Context: an optimization exercise on an open-source flow, tuned for small area. The choices shown serve that exercise and are no tape-out recipe.
The RTL was checked by simulation tests, not by an equivalence proof against the original design.
Power and IR drop assume default switching activity.

==> flow/design.v <==
`timescale 1ns / 1ps
module speed_select(
	input		clk,
	input		rst_n,
	input		bps_start,
	output reg	clk_bps
	);
	reg[3:0]	cnt;
	always @ (posedge clk or negedge rst_n)
		if(!rst_n)			cnt <= 4'd0;
		else if(!bps_start)	cnt <= 4'd0;
		else				cnt <= cnt + 1'b1;
	always @ (posedge clk or negedge rst_n)
		if(!rst_n)	clk_bps <= 1'b0;
		else		clk_bps <= (cnt == 4'd7);
endmodule
`timescale 1ns / 1ps
module my_uart_rx(
	input			clk,
	input			rst_n,
	input			rs232_rx,
	output reg[7:0]	rx_data,
	output reg		rx_data_valid
	);
	reg		rx0, rx1, rx2, rx3;
	always @ (posedge clk or negedge rst_n)
		if(!rst_n) begin
			rx0 <= 1'b0; rx1 <= 1'b0; rx2 <= 1'b0; rx3 <= 1'b0;
		end else begin
			rx0 <= rs232_rx; rx1 <= rx0; rx2 <= rx1; rx3 <= rx2;
		end
	wire	neg_rx = rx3 & rx2 & ~rx1 & ~rx0;
	reg			rx_int;
	reg[3:0]	num;
	wire		clk_bps;
	speed_select sp(.clk(clk), .rst_n(rst_n), .bps_start(rx_int), .clk_bps(clk_bps));
	always @ (posedge clk or negedge rst_n)
		if(!rst_n) begin
			rx_int <= 1'b0;
			rx_data_valid <= 1'b0;
		end else if(neg_rx) begin
			rx_int <= 1'b1;
			rx_data_valid <= 1'b0;
		end else if(num == 4'd10) begin
			rx_int <= 1'b0;
			rx_data_valid <= 1'b1;
		end else
			rx_data_valid <= 1'b0;
	reg[7:0]	tmp;
	always @ (posedge clk)
		if(rx_int && clk_bps)
			case(num)
			4'd1: tmp[0] <= rs232_rx;
			4'd2: tmp[1] <= rs232_rx;
			4'd3: tmp[2] <= rs232_rx;
			4'd4: tmp[3] <= rs232_rx;
			4'd5: tmp[4] <= rs232_rx;
			4'd6: tmp[5] <= rs232_rx;
			4'd7: tmp[6] <= rs232_rx;
			4'd8: tmp[7] <= rs232_rx;
			default: ;
			endcase
	always @ (posedge clk)
		if(rx_int && !clk_bps && num == 4'd10)
			rx_data <= tmp;
	always @ (posedge clk or negedge rst_n)
		if(!rst_n)
			num <= 4'd0;
		else if(rx_int) begin
			if(clk_bps)				num <= num + 1'b1;
			else if(num == 4'd10)	num <= 4'd0;
		end
endmodule
`timescale 1ns / 1ps
module my_uart_tx #(parameter LEN = 20, parameter CW = 5) (
	input				clk,
	input				rst_n,
	input				frame_start,
	input[7:0]			byte_in,
	output reg			busy,
	output reg[CW-1:0]	cnt,
	output				cap,
	output reg			tx_en,
	output				late,
	output reg			tx
	);
	wire		tx_done_w;
	reg			byte_start;
	reg[7:0]	ivl;
	always @ (posedge clk or negedge rst_n)
		if(!rst_n)					busy <= 1'b0;
		else if(frame_start)		busy <= 1'b1;
		else if(cnt == LEN)			busy <= 1'b0;
	always @ (posedge clk or negedge rst_n)
		if(!rst_n)					cnt <= 0;
		else if(tx_done_w)			cnt <= cnt + 1'b1;
		else if(cnt == LEN)			cnt <= 0;
	always @ (posedge clk or negedge rst_n)
		if(!rst_n)					ivl <= 8'd0;
		else if(tx_done_w)			ivl <= 8'd0;
		else if(!byte_start)		ivl <= ivl + 1'b1;
		else						ivl <= 8'd0;
	always @ (posedge clk or negedge rst_n)
		if(!rst_n)					byte_start <= 1'b0;
		else if(tx_done_w)			byte_start <= 1'b0;
		else if((ivl > 8'd5) && busy) byte_start <= 1'b1;
	reg			int1, int2;
	reg[3:0]	num;
	reg			tx_done;
	wire		clk_bps;
	assign		tx_done_w = tx_done;
	assign		cap = int1 & ~int2;
	speed_select sp(.clk(clk), .rst_n(rst_n), .bps_start(tx_en), .clk_bps(clk_bps));
	always @ (posedge clk or negedge rst_n)
		if(!rst_n) begin int1 <= 1'b0; int2 <= 1'b0; end
		else begin int1 <= byte_start; int2 <= int1; end
	always @ (posedge clk or negedge rst_n)
		if(!rst_n)				tx_en <= 1'b0;
		else if(cap)			tx_en <= 1'b1;
		else if(num == 4'd12)	tx_en <= 1'b0;
	assign		late = (tx_en && (num >= 4'd9)) || tx_done;
	always @ (posedge clk or negedge rst_n)
		if(!rst_n) begin
			num <= 4'd0;
			tx <= 1'b1;
			tx_done <= 1'b0;
		end else if(tx_en) begin
			if(clk_bps) begin
				num <= num + 1'b1;
				case(num)
				4'd0: tx <= 1'b0;
				4'd1: tx <= byte_in[0];
				4'd2: tx <= byte_in[1];
				4'd3: tx <= byte_in[2];
				4'd4: tx <= byte_in[3];
				4'd5: tx <= byte_in[4];
				4'd6: tx <= byte_in[5];
				4'd7: tx <= byte_in[6];
				4'd8: tx <= byte_in[7];
				default: tx <= 1'b1;
				endcase
			end else if(num == 4'd12) begin
				num <= 4'd0;
				tx_done <= 1'b1;
			end
		end else
			tx_done <= 1'b0;
endmodule
`timescale 1ns / 1ps
module dline #(parameter N = 54) (
	input			clk,
	input[7:0]		din,
	output[7:0]		tap
	);
	reg[8*N-1:0]	sr;
	always @ (posedge clk)
		sr <= {din, sr[8*N-1:8]};
	assign tap = sr[7:0];
endmodule
`timescale 1ns / 1ps
module can_rw(
	input		clk,
	input 		reset_n,
	input		rd_start,
	input		wr_start,
	input[7:0]	address,
	input[7:0]	tx_data,
	input[7:0]	can_in,
	output reg[7:0]	rx_data,
	output reg		en_out,		
	output reg[7:0]	can_out,
	output reg		rd_valid,
	output reg		convert_dir,
	output reg 		can_ale,
	output reg 		can_wr_n,can_rd_n,can_cs_n,
	output reg		rd_done,wr_done
    );
	reg[3:0] 	op_state;
	always @ (posedge clk or negedge reset_n)
		if(!reset_n)
			begin
			op_state		<= 4'd0;
			convert_dir		<= 1'b1;
			en_out			<= 1'b0;
			can_out			<= 8'd0;
			can_ale			<= 1'b0;
			can_cs_n		<= 1'b1;
			can_rd_n		<= 1'b1;
			rd_valid		<= 1'b0;
			rx_data			<= 8'd0;
			rd_done			<= 1'b0;
			wr_done			<= 1'b0;
			can_wr_n		<= 1'b1;
			end
		else if(rd_start)
			case(op_state)
			4'd0:
				begin
				convert_dir	<= 1'b0;
				op_state	<= op_state + 1'b1;
				end
			4'd1,4'd6:
				op_state	<= op_state + 1'b1;
			4'd2:
				begin
				can_out		<= address;
				en_out		<= 1'b1;
				can_ale		<= 1'b1;
				op_state	<= op_state + 1'b1;
				end
			4'd3:
				begin
				can_ale		<= 1'b0;
				op_state	<= op_state + 1'b1;
				end
			4'd4:
				begin
				can_cs_n	<= 1'b0;
				en_out		<= 1'b0;
				convert_dir	<= 1'b1;
				op_state	<= op_state + 1'b1;
				end
			4'd5:
				begin
				can_rd_n	<= 1'b0;
				op_state	<= op_state + 1'b1;
				end
			4'd7:
				begin
				rd_valid	<= 1'b1;
				op_state	<= op_state + 1'b1;
				end
			4'd8:
				begin
				rd_valid	<= 1'b0;
				op_state	<= op_state + 1'b1;
				end
			4'd9:
				begin
				rx_data		<= can_in;
				can_rd_n	<= 1'b1;
				op_state	<= op_state + 1'b1;
				end
			4'd10:
				begin
				can_cs_n	<= 1'b1;
				op_state	<= op_state + 1'b1;
				rd_done		<= 1'b1;
				end
			4'd11:
				begin
				op_state	<= 4'd0;
				rd_done		<= 1'b0;
				end
			default:;
			endcase
		else if(wr_start)
			case(op_state)
			4'd0,4'd1:
				begin
				convert_dir	<= 1'b0;
				op_state	<= op_state + 1'b1;
				end
			4'd2:
				begin
				can_out		<= address;
				can_ale		<= 1'b1;
				en_out		<= 1'b1;
				op_state	<= op_state + 1'b1;				
				end
			4'd3:
				begin
				can_ale		<= 1'b0;
				op_state	<= op_state + 1'b1;
				end
			4'd4:
				begin
				can_cs_n	<= 1'b0;
				op_state	<= op_state + 1'b1;
				end
			4'd5:
				begin
				can_wr_n	<= 1'b0;
				op_state	<= op_state + 1'b1;
				end
			4'd6:
				begin
				can_out		<= tx_data;
				op_state	<= op_state + 1'b1;
				end
			4'd7:
				op_state	<= op_state + 1'b1;
			4'd8:
				begin
				can_wr_n	<= 1'b1;
				op_state	<= op_state + 1'b1;
				end
			4'd9:
				begin
				can_cs_n	<= 1'b1;
				wr_done		<= 1'b1;
				en_out		<= 1'b0;
				convert_dir	<= 1'b1;
				op_state	<= op_state + 1'b1;
				end
			4'd10:
				begin
				wr_done		<= 1'b0;
				op_state	<= 4'd0;
				end
			default:;
			endcase
		else
			begin
			op_state		<= 0;
			convert_dir		<= 1'b1;
			en_out			<= 1'b0;
			can_out			<= 8'd0;
			can_ale			<= 1'b0;
			can_cs_n		<= 1'b1;
			can_rd_n		<= 1'b1;
			rd_valid		<= 1'b0;
			rx_data			<= 8'd0;
			rd_done			<= 1'b0;
			can_wr_n		<= 1'b1;
			end
endmodule
`timescale 1ns / 1ps
module SJA1000(
	input clk,
	input reset_n,
	output			can_rx_done,
	output[47:0]	can_rx_data,
	input[39:0]		can_tx_data,
	output			can_tx_done,
	output			can_error,
	output		convert_dir,
	input[7:0] 	can_in,
	output[7:0] can_out,
	output		en_out,
	output		rd_valid,
	output can_ale,
	output can_wr_n,can_rd_n,can_cs_n,
	output can_rst
    );
	assign	can_rst		= 1'b1;
	assign	can_error	= 1'b0;
	assign	can_rx_done	= 1'b0;
	assign	can_rx_data	= 48'd0;
	assign	can_tx_done	= 1'b0;
	reg[5:0]	pc;
	reg			rs, ws;		 
	reg[1:0]	g;			 
	reg			spur;		 
	reg[6:0]	cr;			 
	wire[7:0]	rx_data;
	wire		rd_done, wr_done;
	reg			op_wr;
	reg[7:0]	op_addr, op_data;
	always @ (*) begin
		op_wr = 1'b1; op_data = 8'h00;
		case(pc)
		6'd0:	begin op_addr = 8'h00; op_data = 8'h09; end
		6'd1:	begin op_addr = 8'h00; op_wr = 1'b0; end
		6'd2:	begin op_addr = 8'h1F; op_data = 8'hC8; end
		6'd3:	begin op_addr = 8'h1F; op_wr = 1'b0; end
		6'd4:	begin op_addr = 8'h14; op_data = 8'hFF; end
		6'd5:	begin op_addr = 8'h15; op_data = 8'hFF; end
		6'd6:	begin op_addr = 8'h16; op_data = 8'hFF; end
		6'd7:	begin op_addr = 8'h17; op_data = 8'hFF; end
		6'd8:	begin op_addr = 8'h06; op_data = 8'h01; end
		6'd9:	begin op_addr = 8'h07; op_data = 8'h1C; end
		6'd10:	begin op_addr = 8'h08; op_data = 8'h1A; end
		6'd11:	begin op_addr = 8'h00; op_wr = 1'b0; end
		6'd12:	begin op_addr = 8'h00; op_data = {cr, 1'b0}; end
		6'd13:	begin op_addr = 8'h02; op_wr = 1'b0; end
		6'd14:	begin op_addr = 8'h11; op_wr = 1'b0; end
		6'd15:	begin op_addr = 8'h12; op_wr = 1'b0; end
		6'd16:	begin op_addr = 8'h13; op_wr = 1'b0; end
		6'd17:	begin op_addr = 8'h14; op_wr = 1'b0; end
		6'd18:	begin op_addr = 8'h15; op_wr = 1'b0; end
		6'd19:	begin op_addr = 8'h16; op_wr = 1'b0; end
		6'd20:	begin op_addr = 8'h17; op_wr = 1'b0; end
		6'd21:	begin op_addr = 8'h18; op_wr = 1'b0; end
		6'd22:	begin op_addr = 8'h19; op_wr = 1'b0; end
		6'd23:	begin op_addr = 8'h1A; op_wr = 1'b0; end
		6'd24:	begin op_addr = 8'h01; op_data = 8'h04; end
		6'd25:	begin op_addr = 8'h02; op_wr = 1'b0; end
		6'd26:	begin op_addr = 8'h10; op_data = 8'h85; end
		6'd27:	begin op_addr = 8'h11; op_data = 8'h06; end
		6'd28:	begin op_addr = 8'h12; op_data = 8'h04; end
		6'd29:	begin op_addr = 8'h13; op_data = 8'h10; end
		6'd30:	begin op_addr = 8'h14; end
		6'd31:	begin op_addr = 8'h15; end
		6'd32:	begin op_addr = 8'h16; end
		6'd33:	begin op_addr = 8'h17; end
		6'd34:	begin op_addr = 8'h18; end
		6'd35:	begin op_addr = 8'h19; end
		default:begin op_addr = 8'h01; op_data = 8'h04; end	 
		endcase
	end
	wire		done = (rs && rd_done) || (ws && wr_done);
	reg			retry;		 
	reg[5:0]	nxt;
	reg[1:0]	gap;		 
	always @ (*) begin
		retry = 1'b0; nxt = pc + 1'b1; gap = 2'd0;
		case(pc)
		6'd1:	if(!rx_data[0]) nxt = 6'd0;
		6'd3:	if(rx_data != 8'hC8) nxt = 6'd2;
		6'd12, 6'd13, 6'd23, 6'd35:	gap = 2'd2;
		6'd24:	gap = 2'd1;
		6'd36:	begin nxt = 6'd13; gap = 2'd2; end
		default: ;
		endcase
		case(pc)
		6'd13:	retry = !rx_data[0];
		6'd14:	retry = (rx_data != 8'h06);
		6'd15:	retry = (rx_data != 8'h02);
		6'd16:	retry = (rx_data != 8'h04);
		6'd17:	retry = (rx_data != 8'h00);
		6'd25:	retry = !rx_data[2];
		default: ;
		endcase
	end
	always @ (posedge clk or negedge reset_n)
		if(!reset_n) begin
			pc <= 6'd0;
			rs <= 1'b0;
			ws <= 1'b0;
			g <= 2'd1;
			spur <= 1'b0;
		end else if(spur) begin
			rs <= 1'b0;
			spur <= 1'b0;
			g <= 2'd1;
		end else if(rs || ws) begin
			if(done && !retry) begin
				pc <= nxt;
				g <= gap;
				if(pc == 6'd25)
					spur <= 1'b1;		 
				else
					rs <= 1'b0;
				ws <= 1'b0;
			end
		end else if(g != 2'd0)
			g <= g - 1'b1;
		else begin
			rs <= !op_wr;
			ws <= op_wr;
		end
	always @ (posedge clk or negedge reset_n)
		if(!reset_n)						cr <= 7'd0;
		else if(done && (pc == 6'd11))		cr <= rx_data[7:1];
can_rw can_rw_inst (
    .clk(clk),
    .reset_n(reset_n),
    .rd_start(rs),
    .wr_start(ws),
    .address(op_addr),
    .tx_data(op_data),
    .can_in(can_in),
    .rx_data(rx_data),
    .en_out(en_out),
    .can_out(can_out),
    .rd_valid(rd_valid),
    .convert_dir(convert_dir),
    .can_ale(can_ale),
    .can_wr_n(can_wr_n),
    .can_rd_n(can_rd_n),
    .can_cs_n(can_cs_n),
    .rd_done(rd_done),
    .wr_done(wr_done)
    );
endmodule
`timescale 1ns / 1ps
module rx_frame #(
	parameter		CW		= 6,
	parameter[7:0]	LEN		= 8'd57,
	parameter[7:0]	SOF_L	= 8'h9F,
	parameter[7:0]	SOF_H	= 8'hE4
	)(
	input				clk,
	input				reset_n,
	input				rx,
	output[7:0]			rx_byte,
	output				rx_valid,
	output reg[1:0]		state,
	output reg[CW-1:0]	cnt,
	output				wr,
	output				wr_last,
	output reg			done,
	output				done_first
	);
	my_uart_rx u_rx(.clk(clk), .rst_n(reset_n), .rs232_rx(rx),
					.rx_data(rx_byte), .rx_data_valid(rx_valid));
	reg		lastL, sof;
	always @ (posedge clk or negedge reset_n)
		if(!reset_n) begin
			lastL <= 1'b0;
			sof <= 1'b0;
		end else begin
			if(rx_valid) lastL <= (rx_byte == SOF_L);
			sof <= rx_valid && (rx_byte == SOF_H) && lastL;
		end
	reg			cerr;
	reg[12:0]	t1;
	wire		tmo = (t1 > 13'd6000);
	always @ (posedge clk or negedge reset_n)
		if(!reset_n)						state <= 2'd0;
		else if(sof && (cnt < 3))			state <= 2'd1;
		else if(cnt == LEN - 1)				state <= 2'd2;
		else if(done)						state <= 2'd0;
		else if(cerr || tmo)				state <= 2'd0;
	reg[7:0]	sum;
	always @ (posedge clk or negedge reset_n)
		if(!reset_n)
			cnt <= 0;
		else case(state)
			2'd0: cnt <= 2;
			2'd1, 2'd2: if(rx_valid) cnt <= cnt + 1'b1;
			default: ;
		endcase
	always @ (posedge clk)
		case(state)
		2'd0: sum <= SOF_H + SOF_L;
		2'd1: if(rx_valid) sum <= sum + rx_byte;
		default: ;
		endcase
	always @ (posedge clk or negedge reset_n)
		if(!reset_n) begin
			done <= 1'b0;
			cerr <= 1'b0;
		end else begin
			done <= (cnt == LEN) && (sum == rx_byte);
			cerr <= (cnt == LEN) && (sum != rx_byte);
		end
	always @ (posedge clk or negedge reset_n)
		if(!reset_n)						t1 <= 13'd0;
		else if(done || tmo || rx_valid)	t1 <= 13'd0;
		else								t1 <= t1 + 1'b1;
	assign	wr			= rx_valid && (state == 2'd1);
	assign	wr_last		= rx_valid && (state == 2'd2);
	assign	done_first	= done && (state == 2'd2);
endmodule
`timescale 1ns / 1ps
module dataControl(
	input			clk,
	input			reset_n,
	output			period_start,
	output			smp,
	output[6:0]		idx,
	output reg		adt_start
	);
	reg[14:0]	timerCnt;
	always @ (posedge clk or negedge reset_n)
		if(!reset_n)					timerCnt <= 15'd0;
		else if(timerCnt == 15'd24999)	timerCnt <= 15'd0;
		else							timerCnt <= timerCnt + 1'b1;
	assign	period_start = (timerCnt == 15'd24998);
	reg[1:0]	clkCnt;
	always @ (posedge clk or negedge reset_n)
		if(!reset_n)	clkCnt <= 2'd0;
		else			clkCnt <= clkCnt + 1'b1;
	wire	tick = (clkCnt == 2'd1);
	reg			wr_r, wr;
	reg[6:0]	addr;
	always @ (posedge clk or negedge reset_n)
		if(!reset_n)				wr_r <= 1'b0;
		else if(period_start)		wr_r <= 1'b1;
		else if(addr == 7'd65)		wr_r <= 1'b0;
	always @ (posedge clk or negedge reset_n)
		if(!reset_n)	wr <= 1'b0;
		else if(tick)	wr <= wr_r;
	always @ (posedge clk or negedge reset_n)
		if(!reset_n)	addr <= 7'd0;
		else if(!tick)	;
		else if(wr)		addr <= addr + 1'b1;
		else			addr <= 7'd0;
	always @ (posedge clk or negedge reset_n)
		if(!reset_n)	adt_start <= 1'b0;
		else			adt_start <= (addr == 7'd66);
	assign	smp = wr && (clkCnt == 2'd0);
	assign	idx = addr;
endmodule
`timescale 1ns / 1ps
module cpmTop(
	input clk,
	input reset_n,
	input rx_wenmiao,
	input rx_fakong,
	input rx_adt,
	output tx_wenmiao,
	output tx_fakong,
	output tx_adt,
	input[7:0]  SJA1000_add_data_i,
	output[7:0] SJA1000_add_data_o,
	output      SJA1000_add_data_oe,
	output can_ale,can_cs_n,can_rd_n,can_wr_n,can_rst,
	output convert_dir
    );
	wire		rd_valid;
	reg[7:0]	can_in;
	always @ (posedge clk or negedge reset_n)
		if(!reset_n)		can_in <= 8'd0;
		else if(rd_valid)	can_in <= SJA1000_add_data_i;
SJA1000 SJA1000_inst (
    .clk(clk),
    .reset_n(reset_n),
    .can_rx_done(),
    .can_rx_data(),
    .can_tx_data(40'd0),
    .can_tx_done(),
    .can_error(),
    .convert_dir(convert_dir),
    .can_in(can_in),
    .can_out(SJA1000_add_data_o),
    .en_out(SJA1000_add_data_oe),
    .rd_valid(rd_valid),
    .can_ale(can_ale),
    .can_wr_n(can_wr_n),
    .can_rd_n(can_rd_n),
    .can_cs_n(can_cs_n),
    .can_rst(can_rst)
    );
	wire		period_start, smp, adt_start;
	wire[6:0]	idx;
	dataControl dc (.clk(clk), .reset_n(reset_n), .period_start(period_start),
					.smp(smp), .idx(idx), .adt_start(adt_start));
	wire[7:0]	w_byte;
	wire		w_valid, w_wr, w_wrl, w_done, w_df;
	wire[1:0]	w_state;
	wire[5:0]	w_cnt;
	rx_frame #(.CW(6), .LEN(8'd57), .SOF_L(8'h9F), .SOF_H(8'hE4)) w_rx (
		.clk(clk), .reset_n(reset_n), .rx(rx_wenmiao), .rx_byte(w_byte), .rx_valid(w_valid),
		.state(w_state), .cnt(w_cnt), .wr(w_wr), .wr_last(w_wrl), .done(w_done), .done_first(w_df));
	reg[5:0]	wcol;
	always @ (posedge clk or negedge reset_n)
		if(!reset_n)			wcol <= 6'd3;
		else if(wcol == 6'd56)	wcol <= 6'd3;
		else					wcol <= wcol + 1'b1;
	reg			wptr;		 
	reg			wv;			 
	reg[7:0]	wlg56;		 
	reg			wpend;		 
	always @ (posedge clk or negedge reset_n)
		if(!reset_n) begin
			wptr <= 1'b0;
			wv <= 1'b0;
			wpend <= 1'b0;
		end else begin
			if(w_df) begin
				wptr <= ~wptr;
				wv <= 1'b1;
			end
			if(w_wr && (w_cnt <= 6'd55))		wpend <= 1'b1;
			else if(wpend && (wcol == w_cnt))	wpend <= 1'b0;
		end
	always @ (posedge clk)
		if(w_df) wlg56 <= w_byte;
	wire		wput = wpend && (wcol == w_cnt);
	wire[7:0]	wa_tap, wb_tap, ws_tap;
	dline #(.N(54)) wl_a (.clk(clk), .din((wput &&  wptr) ? w_byte : wa_tap), .tap(wa_tap));
	dline #(.N(54)) wl_b (.clk(clk), .din((wput && !wptr) ? w_byte : wb_tap), .tap(wb_tap));
	wire[7:0]	f_byte;
	wire		f_valid, f_wr, f_wrl, f_done, f_df;
	wire[1:0]	f_state;
	wire[3:0]	f_cnt;
	rx_frame #(.CW(4), .LEN(8'd9), .SOF_L(8'h8E), .SOF_H(8'hAA)) f_rx (
		.clk(clk), .reset_n(reset_n), .rx(rx_fakong), .rx_byte(f_byte), .rx_valid(f_valid),
		.state(f_state), .cnt(f_cnt), .wr(f_wr), .wr_last(f_wrl), .done(f_done), .done_first(f_df));
	reg[3:0]	fcol;
	always @ (posedge clk or negedge reset_n)
		if(!reset_n)			fcol <= 4'd3;
		else if(fcol == 4'd8)	fcol <= 4'd3;
		else					fcol <= fcol + 1'b1;
	reg			fptr, fv, fpend;
	reg[7:0]	flg8;
	always @ (posedge clk or negedge reset_n)
		if(!reset_n) begin
			fptr <= 1'b0;
			fv <= 1'b0;
			fpend <= 1'b0;
		end else begin
			if(f_df) begin
				fptr <= ~fptr;
				fv <= 1'b1;
			end
			if(f_wr && (f_cnt <= 4'd7))			fpend <= 1'b1;
			else if(fpend && (fcol == f_cnt))	fpend <= 1'b0;
		end
	always @ (posedge clk)
		if(f_df) flg8 <= f_byte;
	wire		fput = fpend && (fcol == f_cnt);
	wire[7:0]	fa_tap, fb_tap, fs_tap;
	dline #(.N(6)) fl_a (.clk(clk), .din((fput &&  fptr) ? f_byte : fa_tap), .tap(fa_tap));
	dline #(.N(6)) fl_b (.clk(clk), .din((fput && !fptr) ? f_byte : fb_tap), .tap(fb_tap));
	wire[7:0]	a_byte;
	wire		a_valid, a_wr, a_wrl, a_done, a_df;
	wire[1:0]	a_state;
	wire[4:0]	a_cnt;
	rx_frame #(.CW(5), .LEN(8'd25), .SOF_L(8'h64), .SOF_H(8'h00)) a_rx (
		.clk(clk), .reset_n(reset_n), .rx(rx_adt), .rx_byte(a_byte), .rx_valid(a_valid),
		.state(a_state), .cnt(a_cnt), .wr(a_wr), .wr_last(a_wrl), .done(a_done), .done_first(a_df));
	reg[4:0]	acol;
	always @ (posedge clk or negedge reset_n)
		if(!reset_n)			acol <= 5'd3;
		else if(acol == 5'd19)	acol <= 5'd3;
		else					acol <= acol + 1'b1;
	reg			aptr, av, apend;
	reg[7:0]	aip20, aip21, alg20, alg21;
	always @ (posedge clk or negedge reset_n)
		if(!reset_n) begin
			aptr <= 1'b0;
			av <= 1'b0;
			apend <= 1'b0;
		end else begin
			if(a_df) begin
				aptr <= ~aptr;
				av <= 1'b1;
			end
			if(a_wr && (a_cnt <= 5'd18))		apend <= 1'b1;
			else if(apend && (acol == a_cnt))	apend <= 1'b0;
		end
	always @ (posedge clk) begin
		if(a_wr && (a_cnt == 5'd20)) aip20 <= a_byte;
		if(a_wr && (a_cnt == 5'd21)) aip21 <= a_byte;
		if(a_df) begin
			alg20 <= aip20;
			alg21 <= aip21;
		end
	end
	wire		aput = apend && (acol == a_cnt);
	wire[7:0]	aa_tap, ab_tap, wt_tap;
	dline #(.N(17)) al_a (.clk(clk), .din((aput &&  aptr) ? a_byte : aa_tap), .tap(aa_tap));
	dline #(.N(17)) al_b (.clk(clk), .din((aput && !aptr) ? a_byte : ab_tap), .tap(ab_tap));
	wire		wt_busy, wt_cap, wt_en, wt_late;
	wire[4:0]	wt_cnt;
	reg[7:0]	wt_byte;
	my_uart_tx #(.LEN(20), .CW(5)) wt (.clk(clk), .rst_n(reset_n), .frame_start(period_start),
		.byte_in(wt_byte), .busy(wt_busy), .cnt(wt_cnt), .cap(wt_cap), .tx_en(wt_en), .late(wt_late), .tx(tx_wenmiao));
	reg[1:0]	wbr;
	reg			wbuilt, wp, wpv;
	reg[4:0]	wcpc;
	always @ (posedge clk or negedge reset_n)
		if(!reset_n) begin
			wbr <= 2'd0;
			wbuilt <= 1'b0;
			wcpc <= 5'd0;
		end else begin
			wbr <= {wbr[0], wt_busy};
			if(wbr[1] & ~wbr[0]) begin
				wbuilt <= 1'b1;
				wcpc <= 5'd17;
			end else if(wcpc != 5'd0)
				wcpc <= wcpc - 1'b1;
		end
	always @ (posedge clk)
		if(wbr[1] & ~wbr[0]) begin
			wp <= aptr;
			wpv <= av;
		end
	wire[7:0]	wt_src = wpv ? (wp ? ab_tap : aa_tap) : 8'd0;
	dline #(.N(17)) wtl (.clk(clk), .din((wcpc != 5'd0) ? wt_src : wt_tap), .tap(wt_tap));
	reg[7:0]	pfw, accw;
	always @ (posedge clk) begin
		if({1'b0, acol} == {1'b0, wt_cnt} + (wt_late ? 6'd2 : 6'd1)) pfw <= wt_tap;
		if(wt_cap && (wt_cnt != 5'd19)) accw <= ((wt_cnt == 5'd0) ? 8'd0 : accw) + wt_byte;
	end
	always @ (*)
		if(wt_cnt == 5'd19)		wt_byte = accw;
		else if(!wbuilt)		wt_byte = 8'd0;
		else if(wt_cnt == 5'd0)	wt_byte = 8'h64;
		else if(wt_cnt == 5'd1)	wt_byte = 8'h00;
		else					wt_byte = pfw;
	wire		ft_busy, ft_cap, ft_en, ft_late;
	wire[5:0]	ft_cnt;
	reg[7:0]	ft_byte;
	my_uart_tx #(.LEN(32), .CW(6)) ft (.clk(clk), .rst_n(reset_n), .frame_start(period_start),
		.byte_in(ft_byte), .busy(ft_busy), .cnt(ft_cnt), .cap(ft_cap), .tx_en(ft_en), .late(ft_late), .tx(tx_fakong));
	reg[1:0]	fbr;
	reg			fbuilt, fp, fpv;
	reg[5:0]	fcpc;
	reg[7:0]	fw4, fw5, fw6, fw7, fw14, fw15, fa20, fa21, accf;
	always @ (posedge clk or negedge reset_n)
		if(!reset_n) begin
			fbr <= 2'd0;
			fbuilt <= 1'b0;
			fcpc <= 6'd0;
		end else begin
			fbr <= {fbr[0], ft_busy};
			if(fbr[1] & ~fbr[0]) begin
				fbuilt <= 1'b1;
				fcpc <= 6'd54;
			end else if(fcpc != 6'd0)
				fcpc <= fcpc - 1'b1;
		end
	wire[7:0]	fw_src = fpv ? (fp ? wb_tap : wa_tap) : 8'd0;
	always @ (posedge clk) begin
		if(fbr[1] & ~fbr[0]) begin
			fp <= wptr;
			fpv <= wv;
			fa20 <= av ? alg20 : 8'd0;
			fa21 <= av ? alg21 : 8'd0;
		end
		if(fcpc != 6'd0)
			case(wcol)
			6'd5:  fw4  <= fw_src;
			6'd6:  fw5  <= fw_src;
			6'd7:  fw6  <= fw_src;
			6'd8:  fw7  <= fw_src;
			6'd15: fw14 <= fw_src;
			6'd16: fw15 <= fw_src;
			default: ;
			endcase
		if(ft_cap && (ft_cnt != 6'd31)) accf <= ((ft_cnt == 6'd0) ? 8'd0 : accf) + ft_byte;
	end
	always @ (*)
		if(ft_cnt == 6'd31)		ft_byte = accf;
		else if(!fbuilt)		ft_byte = 8'd0;
		else case(ft_cnt)
			6'd0:			ft_byte = 8'hAA;
			6'd1:			ft_byte = 8'h8E;
			6'd10, 6'd11:	ft_byte = 8'h55;
			6'd14:			ft_byte = fw4;
			6'd15:			ft_byte = fw5;
			6'd16:			ft_byte = fw6;
			6'd17:			ft_byte = fw7;
			6'd18:			ft_byte = fw14;
			6'd19:			ft_byte = fw15;
			6'd20, 6'd21:	ft_byte = 8'hAA;
			6'd22:			ft_byte = fa20;
			6'd23:			ft_byte = fa21;
			default:		ft_byte = 8'd0;
		endcase
	reg			s0, s1, s57, s58, p0, v0, fp0, fv0;
	reg[5:0]	jf;
	reg[3:0]	fjf;
	reg[7:0]	s56, sf65;
	always @ (posedge clk)
		if(smp) begin
			case(idx)
			7'd0: begin s0 <= wv; p0 <= wptr; v0 <= wv; end
			7'd1: s1 <= wv;
			7'd56: s56 <= wv ? wlg56 : 8'd0;
			7'd57: s57 <= fv;
			7'd58: s58 <= fv;
			7'd59: begin fp0 <= fptr; fv0 <= fv; end
			7'd65: sf65 <= fv ? flg8 : 8'd0;
			default: ;
			endcase
			if(idx == 7'd0)
				jf <= 6'd63;
			else if((idx <= 7'd55) && (wptr != p0) && (jf == 6'd63))
				jf <= idx[5:0] + 1'b1;
			if(idx == 7'd59)
				fjf <= 4'd15;
			else if((idx >= 7'd60) && (idx <= 7'd64) && (fptr != fp0) && (fjf == 4'd15))
				fjf <= idx[3:0] + 4'd8;	 
		end
	reg[5:0]	scpc;
	always @ (posedge clk or negedge reset_n)
		if(!reset_n)					scpc <= 6'd0;
		else if(smp && (idx == 7'd55))	scpc <= 6'd54;
		else if(scpc != 6'd0)			scpc <= scpc - 1'b1;
	wire[7:0]	s_old = v0 ? (p0 ? wb_tap : wa_tap) : 8'd0;
	wire[7:0]	s_new = p0 ? wa_tap : wb_tap;
	wire[7:0]	s_src = (wcol < jf) ? s_old : s_new;
	dline #(.N(54)) wl_s (.clk(clk), .din((scpc != 6'd0) ? s_src : ws_tap), .tap(ws_tap));
	reg[2:0]	xcpc;
	always @ (posedge clk or negedge reset_n)
		if(!reset_n)					xcpc <= 3'd0;
		else if(smp && (idx == 7'd64))	xcpc <= 3'd6;
		else if(xcpc != 3'd0)			xcpc <= xcpc - 1'b1;
	wire[7:0]	f_old = fv0 ? (fp0 ? fb_tap : fa_tap) : 8'd0;
	wire[7:0]	f_new = fp0 ? fa_tap : fb_tap;
	wire[7:0]	f_src = (fcol < fjf) ? f_old : f_new;
	dline #(.N(6)) fl_s (.clk(clk), .din((xcpc != 3'd0) ? f_src : fs_tap), .tap(fs_tap));
	wire		at_busy, at_cap, at_en, at_late;
	wire[6:0]	at_cnt;
	reg[7:0]	at_byte, pfa;
	my_uart_tx #(.LEN(66), .CW(7)) at (.clk(clk), .rst_n(reset_n), .frame_start(adt_start),
		.byte_in(at_byte), .busy(at_busy), .cnt(at_cnt), .cap(at_cap), .tx_en(at_en), .late(at_late), .tx(tx_adt));
	wire[6:0]	atg = at_cnt + at_late;
	always @ (posedge clk)
		if({1'b0, wcol} == atg + 7'd1)			pfa <= ws_tap;
		else if({3'b0, fcol} == atg - 7'd56)	pfa <= fs_tap;
	always @ (*)
		case(at_cnt)
		7'd0:	at_byte = s0 ? 8'h9F : 8'h00;
		7'd1:	at_byte = s1 ? 8'hE4 : 8'h00;
		7'd56:	at_byte = s56;
		7'd57:	at_byte = s57 ? 8'h8E : 8'h00;
		7'd58:	at_byte = s58 ? 8'hAA : 8'h00;
		7'd65:	at_byte = sf65;
		default: at_byte = pfa;
		endcase
endmodule
==> flow/run.sh <==
#!/bin/bash
# synth_recipe.tcl (not shown) runs the flow's synth.tcl, then flattens the netlist and writes it again
# the make line also repeats each setting of config.mk as NAME=value (left out here)
make -C /OpenROAD-flow-scripts/flow DESIGN_CONFIG=/design/flow/config.mk WORK_HOME=/design/flow/orfs CLKGATE_MAP_FILE= SYNTH_SCRIPT=/design/flow/synth_recipe.tcl finish
==> flow/config.mk <==
export PLATFORM = sky130hd
export DESIGN_NAME = cpmTop
export DESIGN_NICKNAME = cpmTop
export VERILOG_FILES = /design/flow/design.v
export SDC_FILE = /design/flow/constraint.sdc
export NUM_CORES = 4
export LEC_CHECK = 0
export ABC_AREA = 1
export CAP_MARGIN = 20
export CORE_MARGIN = 2
export CORE_UTILIZATION = 70
export CTS_BUF_LIST = sky130_fd_sc_hd__clkbuf_16
export CTS_CLUSTER_DIAMETER = 80
export CTS_CLUSTER_SIZE = 25
export SLEW_MARGIN = 20
==> flow/constraint.sdc <==
create_clock -name core_clock -period 20.0 [get_ports {clk}]
set_input_delay 4.0000 -clock core_clock [delete_from_list [all_inputs] [get_ports {clk}]]
set_output_delay 4.0000 -clock core_clock [all_outputs]
set_load 0.01 [all_outputs]
==> results.sh, run 1 <==
export IMPL_wl_per_cell_um=16.9
export IMPL_crit_type="flop to output pin"
export IMPL_grt_antenna_before_repair=0
export IMPL_drt_iter0_drc=2575
export IMPL_fp_dieW_um=315
export IMPL_cts_tree="yes"
export IMPL_hold_class="flop to flop"
export IMPL_avgSynthCellArea_um2=12.7
export IMPL_clk_latency_ns=0.74
export IMPL_final_hold_viol_count=0
export IMPL_status="complete, no violations"
export IMPL_grt_first_pass_wirelength_um=185000
export IMPL_cp_required_ns=16.00
export IMPL_timing_fmax_ghz=0.171
export IMPL_via_per_inst=5.15
export IMPL_postCtsSetupRepairBufs=0
export IMPL_start_util_pct=70.4
export IMPL_final_nets=5604
export IMPL_cts_max_path_buffers=3
export IMPL_tns_ns=0
export IMPL_worst_pin_slew_ns=1.01
export IMPL_syn_to_final_growth_pct=7.08
export IMPL_relSlewSlack_pct=32.5
export IMPL_synth_seq_cells=2440
export IMPL_grtUsageTotal_pct=23.5
export IMPL_ir_drop_v=0.0000975
export IMPL_async_flop_share_pct=13.9
export IMPL_hpwl_um=68400
export IMPL_overflow=0
export IMPL_synth_edff_count=253
export IMPL_routed_wl_um=114000
export IMPL_cp_slowest_cell="clkdlybuf4s50_1"
export IMPL_cts_hold_buf=0
export IMPL_synthDistinctLibCells=63
export IMPL_regArea_um2=53100
export IMPL_gp_congestion=0.876
export IMPL_crit_fanout=2
export IMPL_final_core_util_pct=75.4
export IMPL_ys_warn_count=15
export IMPL_cp_top_family="buffers and inverters"
export IMPL_path_buf_inv=1
export IMPL_syn_inst=5341
export IMPL_clkSlewWorstSetupHoldPaths_ns=0.10
export IMPL_grt_max_degree=81
export IMPL_cts_buffers=108
export IMPL_synth_main_ff_cell="dfxtp_1"
export IMPL_rsz0062_at_grt="false"
export IMPL_multi_input_area_um2=12500
export IMPL_setup_violations_final=0
export IMPL_skew_ns=0.0354
export IMPL_power_density_nw_per_um2=107
export IMPL_ios=31
export IMPL_drt_first_pass_iters=6
export IMPL_crit_chain="clkdlybuf4s50_1"
export IMPL_slew_violations=0
export IMPL_rows=114
export IMPL_dp_cells=6594
export IMPL_fill_cells=5870
export IMPL_max_stage_delay_ns=0.57
export IMPL_route_vias_total=34800
export IMPL_arrival_ns=1.86
export IMPL_max_cap_viol_count=0
export IMPL_synth_area_um2=67800
export IMPL_cts_resized=0
export IMPL_portBuffers=29
export IMPL_fin_crit_ns=5.86
export IMPL_die_y_um=315
export IMPL_synth_nets=5516
export IMPL_final_cells=6757
export IMPL_ys_seq_area_share_pct=78.3
export IMPL_leakage_nw=31.0
export IMPL_core_area_um2=96300
export IMPL_antenna_left=0
export IMPL_clockRootBuffer="clkbuf_16"
export IMPL_route_detailed_drc=0
export IMPL_drive_gt1_share_pct=3.49
export IMPL_die_area_um2=99400
export IMPL_grt_pass1_vias=34900
export IMPL_cts_sinks=2440
export IMPL_htreeDepth=3
export IMPL_critPathLaunchType="flop"
export IMPL_fin_crit_sh_pct=29.3
export IMPL_crit_path_end_kind="output pin"
## final cells by class
| type | instances | share of cell area, % |
|---|---|---|
| well taps | 1276 | 2.20 |
| repair buffers | 40 | 0.548 |
| clock inverters | 51 | 0.408 |
| multi-input cells | 2315 | 17.2 |
| diodes | 1 | 0.00345 |
| clock buffers | 110 | 3.79 |
| inverters | 524 | 2.71 |
| flip-flops and latches | 2440 | 73.1 |
## where the power goes
part	internal, W	switching (W)	leakage, nW	total (W)
Combinational	0.0000859	0.000165	7.98	0.000251
Sequential	0.00499	0.0000389	21.4	0.00503
Clock	0.00101	0.00145	1.64	0.00246
Total	0.00608	0.00165	31.0	0.00774
## cells in the final DEF (no fill, tap or decap), types with 6 or more instances in the layout
cell	n
xor2_1	78
inv_2	7
nor2_1	361
or2_2	10
a21oi_1	157
clkdlybuf4s50_1	28
nor2_2	10
o21ai_0	238
dfxtp_1	1848
inv_1	556
o22ai_1	38
o21a_1	19
buf_4	10
a31oi_1	7
clkbuf_16	110
nor3_1	99
edfxtp_1	253
nand2_1	730
xnor2_1	23
dfstp_2	14
nand4_1	56
o41ai_1	7
fa_1	6
ha_1	156
nor4_1	20
dfrtp_1	325
o211ai_1	36
nand3_1	181
nor3b_1	26
## routing by layer
layer	global-route usage, %	up-vias	wire (µm)
met5	0	-	0
met4	8.15	0	3590
met3	3.07	231	4950
met2	38.7	753	54500
met1	32.4	16500	51300
li1	-	17300	-
## worst register-to-register path, stage by stage (launching register included)
cell and delay [ns]:
dfrtp_1 0.45, inv_1 0.26, ha_1 0.21, nand2_1 0.06, o21ai_0 0.21, o21ai_0 0.20, ha_1 0.27, ha_1 0.22
nand2_2 0.10, xor2_2 0.23, ha_1 0.23, nand2_1 0.07, xor2_1 0.15, xor2_1 0.16, nor3b_4 0.43, nand2_4 0.16
nand2_1 0.33
## worst paths after layout
kind                        startpoint  cells past startpoint          end  slack, ns
max                              at.tx                      1       tx_adt      14.14
min                        wl_a.sr[85]                      0  wl_a.sr[77]       0.30
max reg2reg                  at.num[0]                     16       pfa[6]      15.91
min reg2reg                wl_a.sr[85]                      0  wl_a.sr[77]       0.30
max in group asynchronous      reset_n                      4      wcol[1]      14.66
min in group asynchronous      reset_n                      1    can_in[1]       3.23
## state kept, by name, summed over array words and instances (netlist names), 15 cells and up
register and count:
wtl.sr 136, dc.timerCnt 15, wl_s.sr 432, fl_b.sr 48, al_b.sr 136, al_a.sr 136
wl_b.sr 432, fl_a.sr 48, wl_a.sr 432, fl_s.sr 48
## through the flow
step	power [W]	instance area, µm²	worst slack (ns)	hold slack [ns]
2_1_floorplan	0.00529	67800	15.47	0.310
3_3_place_gp	0.00538	69500	13.54	0.310
3_5_place_dp	0.00539	69500	13.51	0.312
4_1_cts	0.00779	72600	14.10	0.308
5_1_grt	0.00800	72600	14.08	0.316
6_report	0.00774	72600	14.14	0.301
## cells in the mapped netlist (38+ instances only)
cell      instances  area share, %
dfxtp_1        1848             55
nand2_1         730            4.0
inv_1           514            2.8
nor2_1          362            2.0
dfrtp_1         325             12
edfxtp_1        253             11
o21ai_0         239            1.8
nand3_1         181            1.3
a21oi_1         157            1.2
ha_1            156            2.9
nor3_1          102           0.75
xor2_1           78            1.0
nand4_1          56           0.52
clkbuf_1         38           0.21
o22ai_1          38           0.35
## cells by family after synthesis
family	count (synthesis)	synth area share [%]
AO/OA/AOI/OAI	534	4.41
XOR/XNOR	104	1.39
adder cells (fa/ha/maj)	162	3.06
buffers and inverters	586	3.29
flip-flops	2440	78.3
multiplexers	1	0.0148
other	1	0.00553
AND/OR/NAND/NOR	1513	9.51
==> inputs of run 2 (changes only) <==
--- a/flow/config.mk
+++ b/flow/config.mk
@@ -9,7 +9,7 @@
 export CAP_MARGIN = 20
 export CORE_MARGIN = 2
-export CORE_UTILIZATION = 70
+export CORE_UTILIZATION = 65
 export CTS_BUF_LIST = sky130_fd_sc_hd__clkbuf_16
-export CTS_CLUSTER_DIAMETER = 80
-export CTS_CLUSTER_SIZE = 25
+export CTS_CLUSTER_DIAMETER = 100
+export CTS_CLUSTER_SIZE = 30
 export SLEW_MARGIN = 20
==> results.sh, run 2 <==
export IMPL_synth_common_cells="dfxtp_1, nand2_1, inv_1"
export IMPL_worst_slack_ns=14.16
export IMPL_crit_fanout=2
export IMPL_cts_tree="yes"
export IMPL_die_area_um2=107000
export IMPL_wl_per_cell_um=14.6
export IMPL_cts_buffers=91
export IMPL_final_nets=5582
export IMPL_hold_class="flop to flop"
export IMPL_crit_type="flop to output pin"
export IMPL_mostFrequentLayoutCells="dfxtp_1, nand2_1, inv_1"
export IMPL_grt_antenna_before_repair=1
export IMPL_final_cells=6834
export IMPL_cp_startpoint="at.tx"
export IMPL_cp_endpoint="tx_adt"
export IMPL_rows=118
export IMPL_skew_ns=0.0298
export IMPL_worstHoldPathCells=0
export IMPL_start_util_pct=65.5
export IMPL_grt_pass1_vias=32500
export IMPL_grt_max_degree=153
export IMPL_drt_first_pass_iters=5
export IMPL_cp_top_family="buffers and inverters"
export IMPL_leakage_nw=30.7
export IMPL_synth_area_leaders="dfxtp_1, dfrtp_1, edfxtp_1, nand2_1, ha_1"
export IMPL_core_area_um2=103000
export IMPL_rrSetupSlack_ns=16.12
export IMPL_hpwl_um=64400
export IMPL_fin_crit_ns=5.84
export IMPL_cts_sinks=2440
export IMPL_syn_to_final_growth_pct=6.52
export IMPL_postCtsSetupRepairBufs=0
export IMPL_reg2reg_to="pfa[1]"
export IMPL_dpl_worst_slack_ns=14.27
export IMPL_ys_warn_count=15
export IMPL_synth_seq_cells=2440
export IMPL_route_vias_total=33800
export IMPL_crit_path_end_kind="output pin"
export IMPL_slew_violations=0
export IMPL_clockRootBuffer="clkbuf_16"
export IMPL_status="complete, no violations"
export IMPL_cp_slowest_cell="clkdlybuf4s50_1"
export IMPL_arrival_ns=1.84
export IMPL_rsz0062_at_grt="false"
export IMPL_cp_num_cells=1
export IMPL_ios=31
export IMPL_clkSlewWorstSetupHoldPaths_ns=0.11
export IMPL_portBuffers=29
export IMPL_die_y_um=327
export IMPL_dpl_cell_area_um2=69600
export IMPL_max_stage_delay_ns=0.59
export IMPL_syn_inst=5341
export IMPL_cts_max_path_buffers=3
export IMPL_grtUsageTotal_pct=18.9
export IMPL_clk_latency_ns=0.72
export IMPL_tns_ns=0
export IMPL_crit_chain="clkdlybuf4s50_1"
export IMPL_ys_seq_area_share_pct=78.3
export IMPL_ir_drop_v=0.000112
export IMPL_relSlewSlack_pct=30.9
export IMPL_async_flop_share_pct=13.9
export IMPL_cp_required_ns=16.00
export IMPL_path_buf_inv=1
export IMPL_cts_hold_buf=0
export IMPL_cts_resized=0
export IMPL_worstReg2RegStart="at.num[0]"
export IMPL_layout_commonest_cell="dfxtp_1"
export IMPL_synthDistinctLibCells=63
export IMPL_yosysMostFrequentCell="dfxtp_1"
export IMPL_worst_pin_slew_ns=1.03
export IMPL_route_detailed_drc=0
export IMPL_timing_fmax_ghz=0.171
export IMPL_multi_input_area_um2=12500
export IMPL_fin_crit_sh_pct=29.2
export IMPL_antennaDiodeCount=0
export IMPL_reg_top3="wl_a.sr x432, wl_b.sr x432, wl_s.sr x432"
export IMPL_synthDominantAreaCellType="dfxtp_1"
export IMPL_dp_cells=6694
export IMPL_synth_main_ff_cell="dfxtp_1"
export IMPL_htreeDepth=3
export IMPL_critPathLaunchType="flop"
export IMPL_avgSynthCellArea_um2=12.7
export IMPL_p_total_w=0.00749
export IMPL_gp_congestion=0.886
export IMPL_overflow=0
export IMPL_synth_top_area_share_pct=54.6
export IMPL_final_hold_viol_count=0
export IMPL_design_area_um2=72200
export IMPL_max_cap_viol_count=0
export IMPL_routed_wl_um=99900
export IMPL_antenna_left=0
export IMPL_synth_edff_count=253
export IMPL_power_density_nw_per_um2=104
export IMPL_drive_gt1_share_pct=3.06
export IMPL_drt_iter0_drc=2185
export IMPL_fill_cells=7269
export IMPL_synth_nets=5516
export IMPL_synth_area_um2=67800
export IMPL_via_per_inst=4.94
export IMPL_fp_dieW_um=327
export IMPL_rr_worst_depth=16
export IMPL_grt_first_pass_wirelength_um=165000
export IMPL_regArea_um2=53100
export IMPL_setup_violations_final=0
==> run 2: cell count changes in the layout (fill, tap and decap cells not counted), moves of 2 or more <==
cell,delta
clkbuf_16,-18
buf_4,-5
clkinv_8,-2
inv_1,-3
==> run 2: metal layers <==
| metal | track usage (%) | share of wire (%) | routed length, µm |
|---|---|---|---|
| met4 | 5.52 | 2.4 | 2350 |
| met1 | 27.8 | 49 | 49200 |
| met3 | 2.66 | 3.9 | 3890 |
| met5 | 0 | 0 | 0 |
| met2 | 29.7 | 44 | 44400 |
==> run 2: cells by family (layout without fill, tap and decap cells) <==
family	Yosys count	in the layout	synth area share [%]
mux	1	1	0.0148
other cells	1	1	0.00553
xor+xnor	104	104	1.39
compound gates	534	534	4.41
simple gates	1513	1513	9.51
flops	2440	2440	78.3
buf+inv	586	699	3.29
fa+ha+maj	162	162	3.06
==> run 2: through the flow <==
step	utilization, %	hold slack (ns)
after detailed placement	67.3	0.312
final	69.8	0.319
after floorplan	-	0.310
after CTS	69.8	0.318
after global placement	67.3	0.309
after global routing	69.8	0.306
==> run 2: worst min-delay path by stage <==
| stage | startpoint | to |
|---|---|---|
| finish | wl_b.sr[310] | wl_b.sr[302] |
| global route | wl_s.sr[234] | wl_s.sr[226] |
| CTS | wl_s.sr[234] | wl_s.sr[226] |
| detailed placement | al_a.sr[121] | al_a.sr[113] |
| global placement | wl_b.sr[286] | wl_b.sr[278] |
| floorplan | al_a.sr[8] | al_a.sr[0] |
==> run 2: report_power, final <==
part	total, W	internal (W)	switching, W
Combinational	0.000244	0.0000850	0.000159
Clock	0.00221	0.000855	0.00136
Sequential	0.00503	0.00499	0.0000375
Total	0.00749	0.00593	0.00156
==> run 2: layout make-up <==
cell class	instances	share of cell area, %
clock buffer	92	3.19
sequential	2440	73.5
clock inverter	48	0.393
multi-input combinational	2315	17.3
timing repair buffer	35	0.489
tap	1380	2.39
inverter	524	2.72
==> inputs of run 3 (changes only) <==
--- a/flow/design.v
+++ b/flow/design.v
@@ -7,11 +7,9 @@
 	);
 	reg[3:0]	cnt;
-	always @ (posedge clk or negedge rst_n)
-		if(!rst_n)			cnt <= 4'd0;
-		else if(!bps_start)	cnt <= 4'd0;
-		else				cnt <= cnt + 1'b1;
-	always @ (posedge clk or negedge rst_n)
-		if(!rst_n)	clk_bps <= 1'b0;
-		else		clk_bps <= (cnt == 4'd7);
+	always @ (posedge clk)
+		if(!bps_start)	cnt <= 4'd0;
+		else			cnt <= cnt + 1'b1;
+	always @ (posedge clk)
+		clk_bps <= (cnt == 4'd7);
 endmodule
 `timescale 1ns / 1ps
@@ -166,6 +164,4 @@
 	input[7:0]	address,
 	input[7:0]	tx_data,
-	input[7:0]	can_in,
-	output reg[7:0]	rx_data,
 	output reg		en_out,		
 	output reg[7:0]	can_out,
@@ -188,5 +184,4 @@
 			can_rd_n		<= 1'b1;
 			rd_valid		<= 1'b0;
-			rx_data			<= 8'd0;
 			rd_done			<= 1'b0;
 			wr_done			<= 1'b0;
@@ -238,5 +233,4 @@
 			4'd9:
 				begin
-				rx_data		<= can_in;
 				can_rd_n	<= 1'b1;
 				op_state	<= op_state + 1'b1;
@@ -321,5 +315,4 @@
 			can_rd_n		<= 1'b1;
 			rd_valid		<= 1'b0;
-			rx_data			<= 8'd0;
 			rd_done			<= 1'b0;
 			can_wr_n		<= 1'b1;
@@ -354,5 +347,5 @@
 	reg			spur;		 
 	reg[6:0]	cr;			 
-	wire[7:0]	rx_data;
+	wire[7:0]	rx_data = can_in;
 	wire		rd_done, wr_done;
 	reg			op_wr;
@@ -461,6 +454,4 @@
     .address(op_addr),
     .tx_data(op_data),
-    .can_in(can_in),
-    .rx_data(rx_data),
     .en_out(en_out),
     .can_out(can_out),
@@ -507,5 +498,5 @@
 	reg			cerr;
 	reg[12:0]	t1;
-	wire		tmo = (t1 > 13'd6000);
+	wire		tmo = (t1 == 13'h08AF);
 	always @ (posedge clk or negedge reset_n)
 		if(!reset_n)						state <= 2'd0;
@@ -540,5 +531,5 @@
 		if(!reset_n)						t1 <= 13'd0;
 		else if(done || tmo || rx_valid)	t1 <= 13'd0;
-		else								t1 <= t1 + 1'b1;
+		else								t1 <= {t1[11:0], ~(t1[12] ^ t1[3] ^ t1[2] ^ t1[0])};
 	assign	wr			= rx_valid && (state == 2'd1);
 	assign	wr_last		= rx_valid && (state == 2'd2);
@@ -557,7 +548,7 @@
 	always @ (posedge clk or negedge reset_n)
 		if(!reset_n)					timerCnt <= 15'd0;
-		else if(timerCnt == 15'd24999)	timerCnt <= 15'd0;
-		else							timerCnt <= timerCnt + 1'b1;
-	assign	period_start = (timerCnt == 15'd24998);
+		else if(timerCnt == 15'h77B9)	timerCnt <= 15'd0;
+		else							timerCnt <= {timerCnt[13:0], ~(timerCnt[14] ^ timerCnt[13])};
+	assign	period_start = (timerCnt == 15'h7BDC);
 	reg[1:0]	clkCnt;
 	always @ (posedge clk or negedge reset_n)
@@ -743,17 +734,20 @@
 	reg[1:0]	wbr;
 	reg			wbuilt, wp, wpv;
-	reg[4:0]	wcpc;
+	reg			warm, wact;
 	always @ (posedge clk or negedge reset_n)
 		if(!reset_n) begin
 			wbr <= 2'd0;
 			wbuilt <= 1'b0;
-			wcpc <= 5'd0;
+			warm <= 1'b0;
+			wact <= 1'b0;
 		end else begin
 			wbr <= {wbr[0], wt_busy};
 			if(wbr[1] & ~wbr[0]) begin
 				wbuilt <= 1'b1;
-				wcpc <= 5'd17;
-			end else if(wcpc != 5'd0)
-				wcpc <= wcpc - 1'b1;
+				warm <= 1'b1;
+			end else if(acol == 5'd3)
+				warm <= 1'b0;
+			if(warm && (acol == 5'd3))	wact <= 1'b1;
+			else if(acol == 5'd19)		wact <= 1'b0;
 		end
 	always @ (posedge clk)
@@ -763,5 +757,5 @@
 		end
 	wire[7:0]	wt_src = wpv ? (wp ? ab_tap : aa_tap) : 8'd0;
-	dline #(.N(17)) wtl (.clk(clk), .din((wcpc != 5'd0) ? wt_src : wt_tap), .tap(wt_tap));
+	dline #(.N(17)) wtl (.clk(clk), .din((warm | wact) ? wt_src : wt_tap), .tap(wt_tap));
 	reg[7:0]	pfw, accw;
 	always @ (posedge clk) begin
@@ -782,5 +776,4 @@
 	reg[1:0]	fbr;
 	reg			fbuilt, fp, fpv;
-	reg[5:0]	fcpc;
 	reg[7:0]	fw4, fw5, fw6, fw7, fw14, fw15, fa20, fa21, accf;
 	always @ (posedge clk or negedge reset_n)
@@ -788,12 +781,27 @@
 			fbr <= 2'd0;
 			fbuilt <= 1'b0;
-			fcpc <= 6'd0;
 		end else begin
 			fbr <= {fbr[0], ft_busy};
-			if(fbr[1] & ~fbr[0]) begin
+			if(fbr[1] & ~fbr[0])
 				fbuilt <= 1'b1;
-				fcpc <= 6'd54;
-			end else if(fcpc != 6'd0)
-				fcpc <= fcpc - 1'b1;
+		end
+	reg			marm, mact, mmode;
+	wire		mwin = marm | mact;
+	always @ (posedge clk or negedge reset_n)
+		if(!reset_n) begin
+			marm <= 1'b0;
+			mact <= 1'b0;
+			mmode <= 1'b0;
+		end else begin
+			if(fbr[1] & ~fbr[0]) begin
+				marm <= 1'b1;
+				mmode <= 1'b1;
+			end else if(smp && (idx == 7'd55)) begin
+				marm <= 1'b1;
+				mmode <= 1'b0;
+			end else if(wcol == 6'd3)
+				marm <= 1'b0;
+			if(marm && (wcol == 6'd3))	mact <= 1'b1;
+			else if(wcol == 6'd56)		mact <= 1'b0;
 		end
 	wire[7:0]	fw_src = fpv ? (fp ? wb_tap : wa_tap) : 8'd0;
@@ -805,5 +813,5 @@
 			fa21 <= av ? alg21 : 8'd0;
 		end
-		if(fcpc != 6'd0)
+		if(mwin && mmode)
 			case(wcol)
 			6'd5:  fw4  <= fw_src;
@@ -860,22 +868,23 @@
 				fjf <= idx[3:0] + 4'd8;	 
 		end
-	reg[5:0]	scpc;
-	always @ (posedge clk or negedge reset_n)
-		if(!reset_n)					scpc <= 6'd0;
-		else if(smp && (idx == 7'd55))	scpc <= 6'd54;
-		else if(scpc != 6'd0)			scpc <= scpc - 1'b1;
 	wire[7:0]	s_old = v0 ? (p0 ? wb_tap : wa_tap) : 8'd0;
 	wire[7:0]	s_new = p0 ? wa_tap : wb_tap;
 	wire[7:0]	s_src = (wcol < jf) ? s_old : s_new;
-	dline #(.N(54)) wl_s (.clk(clk), .din((scpc != 6'd0) ? s_src : ws_tap), .tap(ws_tap));
-	reg[2:0]	xcpc;
+	dline #(.N(54)) wl_s (.clk(clk), .din((mwin && !mmode) ? s_src : ws_tap), .tap(ws_tap));
+	reg			farm, fact;
 	always @ (posedge clk or negedge reset_n)
-		if(!reset_n)					xcpc <= 3'd0;
-		else if(smp && (idx == 7'd64))	xcpc <= 3'd6;
-		else if(xcpc != 3'd0)			xcpc <= xcpc - 1'b1;
+		if(!reset_n) begin
+			farm <= 1'b0;
+			fact <= 1'b0;
+		end else begin
+			if(smp && (idx == 7'd64))	farm <= 1'b1;
+			else if(fcol == 4'd3)		farm <= 1'b0;
+			if(farm && (fcol == 4'd3))	fact <= 1'b1;
+			else if(fcol == 4'd8)		fact <= 1'b0;
+		end
 	wire[7:0]	f_old = fv0 ? (fp0 ? fb_tap : fa_tap) : 8'd0;
 	wire[7:0]	f_new = fp0 ? fa_tap : fb_tap;
 	wire[7:0]	f_src = (fcol < fjf) ? f_old : f_new;
-	dline #(.N(6)) fl_s (.clk(clk), .din((xcpc != 3'd0) ? f_src : fs_tap), .tap(fs_tap));
+	dline #(.N(6)) fl_s (.clk(clk), .din((farm | fact) ? f_src : fs_tap), .tap(fs_tap));
 	wire		at_busy, at_cap, at_en, at_late;
 	wire[6:0]	at_cnt;
==> results.sh, run 3 <==
export IMPL_synth_seq_cells=2419
export IMPL_avgSynthCellArea_um2=13.0
export IMPL_routed_wl_um=98300
export IMPL_gp_congestion=0.871
export IMPL_syn_to_final_growth_pct=6.75
export IMPL_final_nets=5338
export IMPL_grt_busiest_layer="met2"
export IMPL_drt_iter0_drc=2162
export IMPL_max_stage_delay_ns=0.54
export IMPL_synthDistinctLibCells=65
export IMPL_hpwl_um=63700
export IMPL_ios=31
export IMPL_grt_use_met2_pct=30.4
export IMPL_yosys_area_share_adder_pct=2.87
export IMPL_fin_crit_ns=5.80
export IMPL_antenna_left=0
export IMPL_grtUsageTotal_pct=19.2
export IMPL_synth_mux_area_share_pct=0.134
export IMPL_worst_slack_ns=14.20
export IMPL_mostFrequentLayoutCells="dfxtp_1, nand2_1, inv_1"
export IMPL_skew_ns=0.0257
export IMPL_ys_warn_count=15
export IMPL_synth_common_cells="dfxtp_1, nand2_1, inv_1"
export IMPL_cp_required_ns=16.00
export IMPL_slew_violations=0
export IMPL_antennaDiodeCount=0
export IMPL_cp_slowest_cell="dfstp_2"
export IMPL_drt_first_pass_iters=5
export IMPL_portBuffers=29
export IMPL_cts_hold_buf=0
export IMPL_dpl_worst_slack_ns=14.40
export IMPL_yosysMostFrequentCell="dfxtp_1"
export IMPL_htreeDepth=3
export IMPL_drive_gt1_share_pct=4.23
export IMPL_status="complete, no violations"
export IMPL_setup_violations_final=0
export IMPL_cp_top_family="flip-flops"
export IMPL_rrSetupSlack_ns=16.14
export IMPL_synth_xor_area_share_pct=1.25
export IMPL_core_area_um2=101000
export IMPL_grt_use_met1_pct=27.4
export IMPL_cts_sinks=2419
export IMPL_cts_resized=0
export IMPL_rsz0062_at_grt="false"
export IMPL_ys_seq_area_share_pct=79.2
export IMPL_crit_type="flop to output pin"
export IMPL_synth_top_family_by_area="simple AND/OR/NAND/NOR gates"
export IMPL_grt_first_pass_wirelength_um=160000
export IMPL_timing_fmax_ghz=0.173
export IMPL_start_util_pct=65.3
export IMPL_via_per_inst=4.91
export IMPL_die_area_um2=104000
export IMPL_layout_commonest_cell="dfxtp_1"
export IMPL_cts_tree="yes"
export IMPL_final_core_util_pct=69.7
export IMPL_cts_buffers=91
export IMPL_reg_top3="wl_a.sr x432, wl_b.sr x432, wl_s.sr x432"
export IMPL_arrival_ns=1.80
export IMPL_grt_pass1_vias=31300
export IMPL_route_vias_total=32400
export IMPL_synth_edff_count=253
export IMPL_synth_top_area_share_pct=56.8
export IMPL_crit_fanout=2
export IMPL_cts_max_path_buffers=3
export IMPL_synth_area_leaders="dfxtp_1, edfxtp_1, dfrtp_1, nand2_1, inv_1"
export IMPL_grt_antenna_before_repair=0
export IMPL_async_flop_share_pct=11.9
export IMPL_met3_usage_pct=2.80
export IMPL_hold_class="flop to flop"
export IMPL_relSlewSlack_pct=34.1
export IMPL_path_buf_inv=1
export IMPL_final_cells=6593
export IMPL_fp_dieW_um=323
export IMPL_max_cap_viol_count=0
export IMPL_critPathLaunchType="flop"
export IMPL_crit_chain="clkdlybuf4s50_1"
export IMPL_route_detailed_drc=0
export IMPL_yosys_area_share_simple_pct=9.05
export IMPL_leakage_nw=29.8
export IMPL_clk_latency_ns=0.71
export IMPL_rows=117
export IMPL_crit_path_end_kind="output pin"
export IMPL_ir_drop_v=0.0000999
export IMPL_synth_nets=5266
export IMPL_tns_ns=0
export IMPL_synth_area_um2=66200
export IMPL_synth_main_ff_cell="dfxtp_1"
export IMPL_fin_crit_sh_pct=29.0
export IMPL_p_total_w=0.00760
export IMPL_syn_inst=5105
export IMPL_final_hold_viol_count=0
export IMPL_die_y_um=323
export IMPL_dp_cells=6452
export IMPL_clockRootBuffer="clkbuf_16"
export IMPL_postCtsSetupRepairBufs=0
export IMPL_synth_compound_area_share_pct=4.09
export IMPL_worst_pin_slew_ns=0.984
export IMPL_clkSlewWorstSetupHoldPaths_ns=0.11
export IMPL_synthDominantAreaCellType="dfxtp_1"
export IMPL_grt_max_degree=129
export IMPL_overflow=0
export IMPL_wl_per_cell_um=14.9
export IMPL_power_density_nw_per_um2=108
run 3: changes by cell type after synthesis, sizes merged, moves of 18 or more:
| cell | previous run | this run |
|---|---|---|
| dfxtp | 1848 | 1878 |
| nand2 | 735 | 624 |
| nand4 | 56 | 74 |
| dfrtp | 325 | 274 |
| a21oi | 158 | 129 |
| nand3 | 183 | 156 |
run 3: per-stage QoR:
stage	hold WS [ns]	cell area [µm²]
6_report	0.318	70600
5_1_grt	0.329	70600
4_1_cts	0.317	70600
3_5_place_dp	0.312	68000
3_3_place_gp	0.310	68000
2_1_floorplan	0.310	66200
run 3: power breakdown:
part           internal, W  switching, W
clock network     0.000864       0.00135
registers          0.00495     0.0000461
logic             0.000129      0.000257
total              0.00595       0.00166
run 3: cell families (layout without fill, tap and decap cells):
kind of cell / after synthesis / after routing
and+or+nand+nor: 1373 / 1373
AOI/OAI and AO/OA: 485 / 485
xor gates and xnor gates: 90 / 90
adders and majority gates: 148 / 148
DFF: 2419 / 2419
muxes: 8 / 8
buffers and inverters: 581 / 701
other: 1 / 1
run 3: layout make-up:
| cell class | count | area [µm²] |
|---|---|---|
| clock buffers | 93 | 2330 |
| clock inverters | 48 | 295 |
| flip-flops and latches | 2419 | 52400 |
| well taps | 1368 | 1710 |
| multi-input cells | 2105 | 11500 |
| fillers | 7204 | 30700 |
| inverters | 520 | 1950 |
| repair buffers | 40 | 388 |
run 3: per-layer routing:
layer  wire length (µm)  part of all wire [%]  up-vias
met4               3010                   3.1        0
met5                  0                     0        -
li1                   -                     -    16500
met2              44000                    45      523
met1              48000                    49    15300
met3               3340                   3.4      179
run 3: final timing paths:
kind                                                        start                 end  depth (start not counted)
min in group asynchronous                                 reset_n          f_rx.t1[0]                          1
worst min-delay path                                 wl_b.sr[316]        wl_b.sr[308]                          0
worst min register to register                       wl_b.sr[316]        wl_b.sr[308]                          0
max in group asynchronous                                 reset_n  SJA1000_inst.cr[2]                          2
worst max register to register                          at.num[1]              pfa[5]                         15
worst max-delay path            SJA1000_inst.can_rw_inst.can_wr_n            can_wr_n                          1

afterwards: timing with drivers on the ports:
In the flow no input, the clock included, has a driving cell. The finished layouts below were timed again as built, in two steps. Step 1 (the two cells are an assumption about what drives the block):
set clk [get_ports {clk}]
set_driving_cell -lib_cell sky130_fd_sc_hd__clkbuf_16 $clk
set_driving_cell -lib_cell sky130_fd_sc_hd__buf_2 [delete_from_list [all_inputs] $clk]
Step 2 moves the port delays by t, midway between the first and last clock arrival at a register: inputs arrive t later, outputs are due t later. That takes back most of the time a late clock gives input paths. a / b / c = no drivers / after step 1 / after step 2; a / b = the first two.
| run | shift t [ns] | slack for setup (ns) | hold WS [ns] | latest minus earliest clock arrival (ns) | pins driven straight from the clock port |
|---|---|---|---|---|---|
| run 1 | 0.802 | 14.143 / 14.067 / 13.880 | 0.301 / 0.301 / 0.301 | 0.045 / 0.045 | 1 |
| run 2 | 0.774 | 14.163 / 14.094 / 14.368 | 0.319 / 0.319 / 0.319 | 0.033 / 0.032 | 1 |
| run 3 | 0.766 | 14.205 / 14.137 / 14.481 | 0.318 / 0.318 / 0.318 | 0.033 / 0.032 | 1 |
After both steps setup and hold are still met in every run listed. For run 1, which loses most, drivers alone change the setup slack by -0.076 ns; drivers and shift together by -0.263 ns. The worst setup slack also covers recovery checks on asynchronous resets.
